What follows belongs to an exercise in optimizing a design on an open flow for a short achievable clock period and few clock cycles; a production flow would make more cautious choices.
At most, simulation tests tie the RTL to the original design; equivalence was not proved.

==> try-onyx: inputs <==
// arm_core
module arm_core (
    input         clk,
    input         rst,
    output [7:0]  imem_addr,
    input  [31:0] imem_data,
    output [5:0]  dmem_addr,
    output [31:0] dmem_wdata,
    output        dmem_we,
    input  [31:0] dmem_rdata,
    output        wb_en,
    output [3:0]  wb_dest,
    output [31:0] wb_value
);
  localparam OP_MOV = 4'd0, OP_MVN = 4'd1, OP_ADD = 4'd2, OP_ADC = 4'd3,
             OP_SUB = 4'd4, OP_SBC = 4'd5, OP_AND = 4'd6, OP_ORR = 4'd7,
             OP_EOR = 4'd8;
  function cond_pass;
    input [3:0] c;
    input n, z, cf, v;
    begin
      case (c)
        4'b0000: cond_pass = z;
        4'b0001: cond_pass = ~z;
        4'b0010: cond_pass = cf;
        4'b0011: cond_pass = ~cf;
        4'b0100: cond_pass = n;
        4'b0101: cond_pass = ~n;
        4'b0110: cond_pass = v;
        4'b0111: cond_pass = ~v;
        4'b1000: cond_pass = cf & ~z;
        4'b1001: cond_pass = ~cf | z;
        4'b1010: cond_pass = (n == v);
        4'b1011: cond_pass = (n != v);
        4'b1100: cond_pass = ~z & (n == v);
        4'b1101: cond_pass = z & (n != v);
        4'b1110: cond_pass = 1'b1;
        default: cond_pass = 1'b0;
      endcase
    end
  endfunction
  reg  [7:0]  pc;
  reg         ir_valid;
  reg  [31:0] ir;
  reg  [7:0]  ir_pc;
  reg         ir_pred;
  reg  [15:0] ir_n_oh, ir_m_oh, ir_d_oh;
  reg  [3:0]  ir_sh_lo;
  reg  [7:0]  ir_sh_hi;
  reg         ir_lsr;
  reg         de_valid;
  reg  [3:0]  de_cond;
  reg         de_S, de_wb, de_ld, de_st, de_br, de_pred;
  reg         de_arith, de_sub, de_cin1, de_cinc, de_csub, de_csbc;
  reg         de_and, de_orr, de_eor, de_mov, de_mvn;
  reg  [3:0]  de_dest;
  reg  [31:0] de_a, de_b, de_sd;
  reg         de_sa_em, de_sa_mw, de_sa_de, de_sb_em, de_sb_mw, de_sb_de;
  reg         de_ss_em, de_ss_mw, de_ss_de;
  reg  [7:0]  de_target, de_fall;
  reg         em_wen, em_ld, em_st;
  reg  [3:0]  em_dest;
  reg  [31:0] em_val, em_valf, em_sd;
  reg         mw_wen;
  reg  [3:0]  mw_dest;
  reg  [31:0] mw_val;
  reg         fN, fZ, fC, fV;
  ...
clock: 16.0 ns
lec_check: 0
cap_margin: 20
core_margin: 2
core_utilization: 45
place_density: 0.62
slew_margin: 20
synth_hierarchical: 1
synth_minimum_keep_size: 0
standard.sh (not shown) runs the stock make flow with config.mk's settings and CLKGATE_MAP_FILE= SYNTH_SCRIPT=/design/flow/synth_recipe.tcl, a recipe that flattens the netlist after the stock synthesis.
==> flow/flow/run.sh <==
#!/bin/bash
set -euo pipefail
cd "$(dirname "$0")/.."
bash standard.sh SETUP_SLACK_MARGIN=${MARGIN:-11.6} GPL_TIMING_DRIVEN=1 finish > standard.log 2>&1
==> try-quartz: changes against try-onyx <==
--- a/flow/design.v
+++ b/flow/design.v
@@ -88,14 +88,15 @@
                      ({32{de_eor}} & (opAl ^ opBl)) | ({32{de_mov}} & opBl) |
                      ({32{de_mvn}} & ~opBl);
   wire [31:0] res  = de_arith ? sum[31:0] : lres;
   wire [31:0] bxl = {32{de_sub}} ^ opBl;
   wire [31:0] zx = opAl ^ bxl;
   wire [31:0] zk = {opAl[30:0] | bxl[30:0], e_cin};
   wire zsum = &(zx ~^ zk);
+  wire z_d = de_arith ? &(opAl ~^ opBl) : ~|lres;
   wire nN = res[31];
   wire nZ = de_arith ? zsum : ~|lres;
   wire nC = de_arith & (de_csub ? (opA[31] ^ ~opB[31] ^ sum[32]) :
                         de_csbc ? ~sum[32] : sum[32]);
   wire nV = de_arith & (opA[31] ~^ bx[31]) & (sum[31] ^ opA[31]);
   wire e_wen      = e_act & de_wb;
   wire e_taken    = e_act & de_br;
@@ -145,36 +146,40 @@
   wire [511:0] rf_flat;
   genvar gr;
   generate
     for (gr = 0; gr < 16; gr = gr + 1) begin : g_rf
       assign rf_flat[gr*32 +: 32] = rf[gr];
     end
   endgenerate
-  wire [31:0] rd_n, rd_d, rd_m0;
+  wire [31:0] rd_n, rd_d;
   arm_rfread u_rd_n (.sel(ir_n_oh & rf_v), .regs(rf_flat), .y(rd_n));
   arm_rfread u_rd_d (.sel(ir_d_oh & rf_v), .regs(rf_flat), .y(rd_d));
-  arm_rfread u_rd_m (.sel(ir_m_oh & rf_v), .regs(rf_flat), .y(rd_m0));
-  wire [31:0] rd_m = em_hit_m ? em_val : rd_m0;
+  wire [31:0] rd_m;
+  arm_rfread_x u_rd_m (.sel(ir_m_oh & rf_v & {16{~em_hit_m}}), .regs(rf_flat),
+                       .sx(em_hit_m), .x(em_val), .y(rd_m));
   wire [31:0] imm8 = {24'b0, ir[7:0]};
   wire [4:0]  rot  = {ir[11:8], 1'b0};
   wire [31:0] imm_rot = (imm8 >> rot) | (imm8 << (6'd32 - {1'b0, rot}));
   wire [31:0] shifted;
+  wire d_regop = d_dp & ~d_I;
   arm_shift u_shift (.x(rd_m), .lo_l(ir_sh_lo & {4{~ir_lsr}}), .lo_r(ir_sh_lo & {4{ir_lsr}}),
-                     .hi_l(ir_sh_hi & {8{~ir_lsr}}), .hi_r(ir_sh_hi & {8{ir_lsr}}), .y(shifted));
-  wire [31:0] d_b = d_mem ? {20'b0, ir[11:0]} : d_I ? imm_rot : shifted;
+                     .hi_l(ir_sh_hi & {8{~ir_lsr & d_regop}}), .hi_r(ir_sh_hi & {8{ir_lsr & d_regop}}), .y(shifted));
+  wire [31:0] d_imm = d_mem ? {20'b0, ir[11:0]} : (d_dp & d_I) ? imm_rot : 32'b0;
+  wire [31:0] d_b = shifted | d_imm;
   wire [7:0] d_pc1 = ir_pc + 8'd1;
   wire [7:0] d_tgt = d_pc1 + ir[7:0];
   wire z_after = (e_act & de_S) ? nZ : fZ;
   wire d_tk = cond_pass(d_cond, fN, z_after, fC, fV);
-  wire d_known = ir_valid & d_br & (~(de_valid & de_S) | (d_cond[3:1] == 3'b000));
+  wire d_known = ir_valid & d_br & (~(de_valid & de_S) |
+                 ((d_cond[3:1] == 3'b000) & (~de_arith | de_csub)));
   wire d_tk1 = cond_pass(d_cond, fN, 1'b1, fC, fV);
   wire d_tk0 = cond_pass(d_cond, fN, 1'b0, fC, fV);
   wire d_rbase = d_known & ~e_redirect;
   wire d_redirect;
-  arm_zsel u_zsel (.z(nZ), .es(e_act & de_S), .zq(fZ),
+  arm_zsel u_zsel (.z(z_d), .es(e_act & de_S), .zq(fZ),
                    .r1(d_rbase & (d_tk1 != ir_pred)), .r0(d_rbase & (d_tk0 != ir_pred)),
                    .y(d_redirect));
   wire d_pred = d_known ? d_tk : ir_pred;
   wire de_wpot = de_valid & de_wb;
   wire hz_ld = de_wpot & de_ld &
                ((d_use_a & (de_dest == d_rn)) |
                 (d_braw  & (de_dest == d_rm)) |
@@ -194,24 +199,19 @@
   wire       f_pred = f_br & ((f_cond == 4'b1110) | ((f_cond != 4'b1111) & imem_data[23]));
   wire       f_pred_go = f_pred & f_go;
   wire [7:0] pc1 = pc + 8'd1;
   wire [7:0] f_target;
   arm_add8 u_tadd (.a(pc1), .b(imem_data[7:0]), .y(f_target));
   wire [7:0] d_rpc = ir_pred ? d_pc1 : d_tgt;   
   wire [7:0] pc_alt0 = e_redirect ? e_rpc : d_stall ? pc : pc1;
-  wire [7:0] pc_alt;
-  arm_mux8 u_dsel (.sel(d_redirect), .a(d_rpc), .b(pc_alt0), .y(pc_alt));
-  wire       sel_t = f_pred_go & ~d_redirect;
-  wire [7:0] pc_next;
-  arm_mux8 u_pcsel (.sel(sel_t), .a(f_target), .b(pc_alt), .y(pc_next));
-  wire       sel_to = sel_t & ~rst;
-  wire [7:0] pc_alt_o;
-  arm_mux8 u_dselo (.sel(d_redirect), .a(d_rpc & {8{~rst}}), .b(pc_alt0 & {8{~rst}}), .y(pc_alt_o));
-  wire [7:0] pc_next_o;
-  arm_mux8 u_pcselo (.sel(sel_to), .a(f_target), .b(pc_alt_o), .y(pc_next_o));
+  wire [7:0] pc_f, pc_next, pc_f_o, pc_next_o;
+  arm_mux8 u_pcsel  (.sel(f_pred_go), .a(f_target), .b(pc_alt0), .y(pc_f));
+  arm_mux8 u_dsel   (.sel(d_redirect), .a(d_rpc), .b(pc_f), .y(pc_next));
+  arm_mux8 u_pcselo (.sel(f_pred_go & ~rst), .a(f_target), .b(pc_alt0 & {8{~rst}}), .y(pc_f_o));
+  arm_mux8 u_dselo  (.sel(d_redirect), .a(d_rpc & {8{~rst}}), .b(pc_f_o), .y(pc_next_o));
   assign imem_addr = pc_o;
   always @(posedge clk or posedge rst) begin
     if (rst) begin
       pc <= 8'd0;
       ir_valid <= 1'b0;
     end else begin
       pc <= pc_next;
@@ -251,40 +251,34 @@
       de_sb_em <= f_b_em; de_sb_mw <= f_b_mw; de_sb_de <= ~f_b_em & ~f_b_mw;
       de_ss_em <= f_s_em; de_ss_mw <= f_s_mw; de_ss_de <= ~f_s_em & ~f_s_mw;
       de_target <= d_tgt;
       de_fall <= d_pc1;
   end
   always @(posedge clk or posedge rst) begin
     if (rst) begin
-      em_wen <= 1'b0; em_ld <= 1'b0; em_st <= 1'b0;
-      mw_wen <= 1'b0;
+      em_wen <= 1'b0; em_ld <= 1'b0;
       fN <= 1'b0; fZ <= 1'b0; fC <= 1'b0; fV <= 1'b0;
     end else begin
       em_wen <= e_wen;
       em_ld  <= e_act & de_ld;
-      em_st  <= e_act & de_st;
       if (e_act & de_S) begin
         fN <= nN; fZ <= nZ; fC <= nC; fV <= nV;
       end
-      mw_wen <= em_wen;
     end
   end
   always @(posedge clk) begin
     pc_o <= pc_next_o;
   end
-  always @(posedge clk or posedge rst) begin
-    if (rst) begin
-      em_addr <= 6'd0;
-      wb_val_o <= 32'd0;
-    end else begin
-      em_addr <= res[7:2];
-      wb_val_o <= m_val;
-    end
+  always @(posedge clk) begin
+    em_addr  <= {6{de_ld | de_st}} & res[7:2];
+    wb_val_o <= m_val;
   end
   always @(posedge clk) begin
+    em_st   <= e_act & de_st;
+    mw_wen  <= em_wen;
     em_dest <= de_dest;
     em_valf <= res;
     if (e_act) em_val <= res;
     em_sd   <= opS;
     mw_dest <= em_dest;
     if (em_wen) mw_val <= m_val;
   end
@@ -372,7 +366,23 @@
     output y
 );
   wire rq = zq ? r1 : r0;
   wire a1 = es ? r1 : rq;
   wire a0 = es ? r0 : rq;
   assign y = z ? a1 : a0;
 endmodule
+module arm_rfread_x (
+    input  [15:0]  sel,
+    input  [511:0] regs,
+    input          sx,
+    input  [31:0]  x,
+    output [31:0]  y
+);
+  reg [31:0] acc;
+  integer k;
+  always @(*) begin
+    acc = {32{sx}} & x;
+    for (k = 0; k < 16; k = k + 1)
+      acc = acc | ({32{sel[k]}} & regs[k*32 +: 32]);
+  end
+  assign y = acc;
+endmodule
==> flow/flow/run.sh (replaced) <==
#!/bin/bash
set -euo pipefail
cd "$(dirname "$0")/.."
bash standard.sh SETUP_SLACK_MARGIN=${MARGIN:-11.6} GPL_TIMING_DRIVEN=1 \
  "BUFFER_PORTS_ARGS=-buffer_cell sky130_fd_sc_hd__buf_4" finish > standard.log 2>&1
==> try-harbor: changes against try-onyx <==
--- a/flow/design.v
+++ b/flow/design.v
@@ -88,14 +88,15 @@
                      ({32{de_eor}} & (opAl ^ opBl)) | ({32{de_mov}} & opBl) |
                      ({32{de_mvn}} & ~opBl);
   wire [31:0] res  = de_arith ? sum[31:0] : lres;
   wire [31:0] bxl = {32{de_sub}} ^ opBl;
   wire [31:0] zx = opAl ^ bxl;
   wire [31:0] zk = {opAl[30:0] | bxl[30:0], e_cin};
   wire zsum = &(zx ~^ zk);
+  wire z_d = de_arith ? &(opAl ~^ opBl) : ~|lres;
   wire nN = res[31];
   wire nZ = de_arith ? zsum : ~|lres;
   wire nC = de_arith & (de_csub ? (opA[31] ^ ~opB[31] ^ sum[32]) :
                         de_csbc ? ~sum[32] : sum[32]);
   wire nV = de_arith & (opA[31] ~^ bx[31]) & (sum[31] ^ opA[31]);
   wire e_wen      = e_act & de_wb;
   wire e_taken    = e_act & de_br;
@@ -145,36 +146,40 @@
   wire [511:0] rf_flat;
   genvar gr;
   generate
     for (gr = 0; gr < 16; gr = gr + 1) begin : g_rf
       assign rf_flat[gr*32 +: 32] = rf[gr];
     end
   endgenerate
-  wire [31:0] rd_n, rd_d, rd_m0;
+  wire [31:0] rd_n, rd_d;
   arm_rfread u_rd_n (.sel(ir_n_oh & rf_v), .regs(rf_flat), .y(rd_n));
   arm_rfread u_rd_d (.sel(ir_d_oh & rf_v), .regs(rf_flat), .y(rd_d));
-  arm_rfread u_rd_m (.sel(ir_m_oh & rf_v), .regs(rf_flat), .y(rd_m0));
-  wire [31:0] rd_m = em_hit_m ? em_val : rd_m0;
+  wire [31:0] rd_m;
+  arm_rfread_x u_rd_m (.sel(ir_m_oh & rf_v & {16{~em_hit_m}}), .regs(rf_flat),
+                       .sx(em_hit_m), .x(em_val), .y(rd_m));
   wire [31:0] imm8 = {24'b0, ir[7:0]};
   wire [4:0]  rot  = {ir[11:8], 1'b0};
   wire [31:0] imm_rot = (imm8 >> rot) | (imm8 << (6'd32 - {1'b0, rot}));
   wire [31:0] shifted;
+  wire d_regop = d_dp & ~d_I;
   arm_shift u_shift (.x(rd_m), .lo_l(ir_sh_lo & {4{~ir_lsr}}), .lo_r(ir_sh_lo & {4{ir_lsr}}),
-                     .hi_l(ir_sh_hi & {8{~ir_lsr}}), .hi_r(ir_sh_hi & {8{ir_lsr}}), .y(shifted));
-  wire [31:0] d_b = d_mem ? {20'b0, ir[11:0]} : d_I ? imm_rot : shifted;
+                     .hi_l(ir_sh_hi & {8{~ir_lsr & d_regop}}), .hi_r(ir_sh_hi & {8{ir_lsr & d_regop}}), .y(shifted));
+  wire [31:0] d_imm = d_mem ? {20'b0, ir[11:0]} : (d_dp & d_I) ? imm_rot : 32'b0;
+  wire [31:0] d_b = shifted | d_imm;
   wire [7:0] d_pc1 = ir_pc + 8'd1;
   wire [7:0] d_tgt = d_pc1 + ir[7:0];
   wire z_after = (e_act & de_S) ? nZ : fZ;
   wire d_tk = cond_pass(d_cond, fN, z_after, fC, fV);
-  wire d_known = ir_valid & d_br & (~(de_valid & de_S) | (d_cond[3:1] == 3'b000));
+  wire d_known = ir_valid & d_br & (~(de_valid & de_S) |
+                 ((d_cond[3:1] == 3'b000) & (~de_arith | de_csub)));
   wire d_tk1 = cond_pass(d_cond, fN, 1'b1, fC, fV);
   wire d_tk0 = cond_pass(d_cond, fN, 1'b0, fC, fV);
   wire d_rbase = d_known & ~e_redirect;
   wire d_redirect;
-  arm_zsel u_zsel (.z(nZ), .es(e_act & de_S), .zq(fZ),
+  arm_zsel u_zsel (.z(z_d), .es(e_act & de_S), .zq(fZ),
                    .r1(d_rbase & (d_tk1 != ir_pred)), .r0(d_rbase & (d_tk0 != ir_pred)),
                    .y(d_redirect));
   wire d_pred = d_known ? d_tk : ir_pred;
   wire de_wpot = de_valid & de_wb;
   wire hz_ld = de_wpot & de_ld &
                ((d_use_a & (de_dest == d_rn)) |
                 (d_braw  & (de_dest == d_rm)) |
@@ -194,24 +199,19 @@
   wire       f_pred = f_br & ((f_cond == 4'b1110) | ((f_cond != 4'b1111) & imem_data[23]));
   wire       f_pred_go = f_pred & f_go;
   wire [7:0] pc1 = pc + 8'd1;
   wire [7:0] f_target;
   arm_add8 u_tadd (.a(pc1), .b(imem_data[7:0]), .y(f_target));
   wire [7:0] d_rpc = ir_pred ? d_pc1 : d_tgt;   
   wire [7:0] pc_alt0 = e_redirect ? e_rpc : d_stall ? pc : pc1;
-  wire [7:0] pc_alt;
-  arm_mux8 u_dsel (.sel(d_redirect), .a(d_rpc), .b(pc_alt0), .y(pc_alt));
-  wire       sel_t = f_pred_go & ~d_redirect;
-  wire [7:0] pc_next;
-  arm_mux8 u_pcsel (.sel(sel_t), .a(f_target), .b(pc_alt), .y(pc_next));
-  wire       sel_to = sel_t & ~rst;
-  wire [7:0] pc_alt_o;
-  arm_mux8 u_dselo (.sel(d_redirect), .a(d_rpc & {8{~rst}}), .b(pc_alt0 & {8{~rst}}), .y(pc_alt_o));
-  wire [7:0] pc_next_o;
-  arm_mux8 u_pcselo (.sel(sel_to), .a(f_target), .b(pc_alt_o), .y(pc_next_o));
+  wire [7:0] pc_f, pc_next, pc_f_o, pc_next_o;
+  arm_mux8 u_pcsel  (.sel(f_pred_go), .a(f_target), .b(pc_alt0), .y(pc_f));
+  arm_mux8 u_dsel   (.sel(d_redirect), .a(d_rpc), .b(pc_f), .y(pc_next));
+  arm_mux8 u_pcselo (.sel(f_pred_go & ~rst), .a(f_target), .b(pc_alt0 & {8{~rst}}), .y(pc_f_o));
+  arm_mux8 u_dselo  (.sel(d_redirect), .a(d_rpc & {8{~rst}}), .b(pc_f_o), .y(pc_next_o));
   assign imem_addr = pc_o;
   always @(posedge clk or posedge rst) begin
     if (rst) begin
       pc <= 8'd0;
       ir_valid <= 1'b0;
     end else begin
       pc <= pc_next;
@@ -251,40 +251,34 @@
       de_sb_em <= f_b_em; de_sb_mw <= f_b_mw; de_sb_de <= ~f_b_em & ~f_b_mw;
       de_ss_em <= f_s_em; de_ss_mw <= f_s_mw; de_ss_de <= ~f_s_em & ~f_s_mw;
       de_target <= d_tgt;
       de_fall <= d_pc1;
   end
   always @(posedge clk or posedge rst) begin
     if (rst) begin
-      em_wen <= 1'b0; em_ld <= 1'b0; em_st <= 1'b0;
-      mw_wen <= 1'b0;
+      em_wen <= 1'b0; em_ld <= 1'b0;
       fN <= 1'b0; fZ <= 1'b0; fC <= 1'b0; fV <= 1'b0;
     end else begin
       em_wen <= e_wen;
       em_ld  <= e_act & de_ld;
-      em_st  <= e_act & de_st;
       if (e_act & de_S) begin
         fN <= nN; fZ <= nZ; fC <= nC; fV <= nV;
       end
-      mw_wen <= em_wen;
     end
   end
   always @(posedge clk) begin
     pc_o <= pc_next_o;
   end
-  always @(posedge clk or posedge rst) begin
-    if (rst) begin
-      em_addr <= 6'd0;
-      wb_val_o <= 32'd0;
-    end else begin
-      em_addr <= res[7:2];
-      wb_val_o <= m_val;
-    end
+  always @(posedge clk) begin
+    em_addr  <= {6{de_ld | de_st}} & res[7:2];
+    wb_val_o <= m_val;
   end
   always @(posedge clk) begin
+    em_st   <= e_act & de_st;
+    mw_wen  <= em_wen;
     em_dest <= de_dest;
     em_valf <= res;
     if (e_act) em_val <= res;
     em_sd   <= opS;
     mw_dest <= em_dest;
     if (em_wen) mw_val <= m_val;
   end
@@ -372,7 +366,23 @@
     output y
 );
   wire rq = zq ? r1 : r0;
   wire a1 = es ? r1 : rq;
   wire a0 = es ? r0 : rq;
   assign y = z ? a1 : a0;
 endmodule
+module arm_rfread_x (
+    input  [15:0]  sel,
+    input  [511:0] regs,
+    input          sx,
+    input  [31:0]  x,
+    output [31:0]  y
+);
+  reg [31:0] acc;
+  integer k;
+  always @(*) begin
+    acc = {32{sx}} & x;
+    for (k = 0; k < 16; k = k + 1)
+      acc = acc | ({32{sel[k]}} & regs[k*32 +: 32]);
+  end
+  assign y = acc;
+endmodule
==> flow/flow/run.sh (replaced) <==
#!/bin/bash
set -euo pipefail
cd "$(dirname "$0")/.."
bash standard.sh SETUP_SLACK_MARGIN=${MARGIN:-11.6} GPL_TIMING_DRIVEN=1 \
  "BUFFER_PORTS_ARGS=-buffer_cell sky130_fd_sc_hd__buf_4" \
  "CTS_ARGS=-sink_clustering_enable -repair_clock_nets -sink_clustering_size 30 -sink_clustering_max_diameter 100 -distance_between_buffers 1000 -branching_point_buffers_distance 1000" \
  finish > standard.log 2>&1
==> impl_metrics.env <==
export IMPL_pwr_share_seq_pct=43.7
export IMPL_fin_area_um2=58430
export IMPL_status="finished clean"
export IMPL_clock_fmax_ghz=0.2260
export IMPL_grt_use_met2_pct=49.56
export IMPL_min_from="de_dest[3]"
export IMPL_route_met2_wl_um=87990
export IMPL_cp_start_kind="input port"
export IMPL_synth_area_leaders="edfxtp_1, dfxtp_1, a221oi_1"
the above is filed under try-quartz

==> impl_metrics.env <==
export IMPL_status="finished clean"
export IMPL_cp_start_kind="input port"
export IMPL_clkPwrFrac_pct=22.8
export IMPL_grt_use_met2_pct=49.89
export IMPL_clock_fmax_ghz=0.2253
export IMPL_route_met2_wl_um=87930
export IMPL_fin_area_um2=56630
export IMPL_min_from="de_dest[3]"
the above is filed under try-harbor

==> impl_metrics.env <==
export IMPL_status="finished clean"
export IMPL_clock_fmax_ghz=0.2183
export IMPL_cp_start_kind="flop"
export IMPL_min_from="ir[15]"
export IMPL_r2r_slack_ps=11420
export IMPL_synth_area_leaders="edfxtp_1, dfxtp_1, a22o_1"
export IMPL_fin_area_um2=58660
export IMPL_grt_use_met2_pct=50.86
export IMPL_antenna_found_initial=14
export IMPL_pwr_share_seq_pct=43.3
the above is filed under try-onyx

Testbench counts of try-quartz, summed over its fixed seeds: cycles 29,142.
Testbench counts of try-harbor, summed over its fixed seeds: cycles 29,142.
The RTL of try-onyx was laid out without a check of its function.

## port drivers added, routing unchanged
In the flow no input, the clock included, has a driving cell. The finished layouts below were timed again as built, in two steps. Step 1 assumes that a clkbuf_16 drives the clock port and a buf_2 every other input. Step 2 adds t to the input delays and takes it off the output delays; t is the mean of the earliest and latest rising clock arrival at the registers after step 1. Input paths then give back, and output paths get back, about the clock's delay inside the block. Slacks: no drivers / after step 1 / after step 2; pairs: no drivers / after step 1.
run | t, ns | slack for setup (ns) | worst register clock-pin slew, ns | cell pins on the clock port's net
try-onyx | 0.772 | 11.419 / 11.419 / 10.827 | 0.07 / 0.07 | 1
try-quartz | 0.780 | 11.574 / 11.533 / 10.819 | 0.07 / 0.07 | 1
try-harbor | 0.761 | 11.561 / 11.509 / 10.824 | 0.12 / 0.12 | 1
After both steps every run listed still meets setup and hold. The setup slack of try-quartz, which loses most, moves by -0.041 ns with the drivers and by -0.755 ns with both steps.
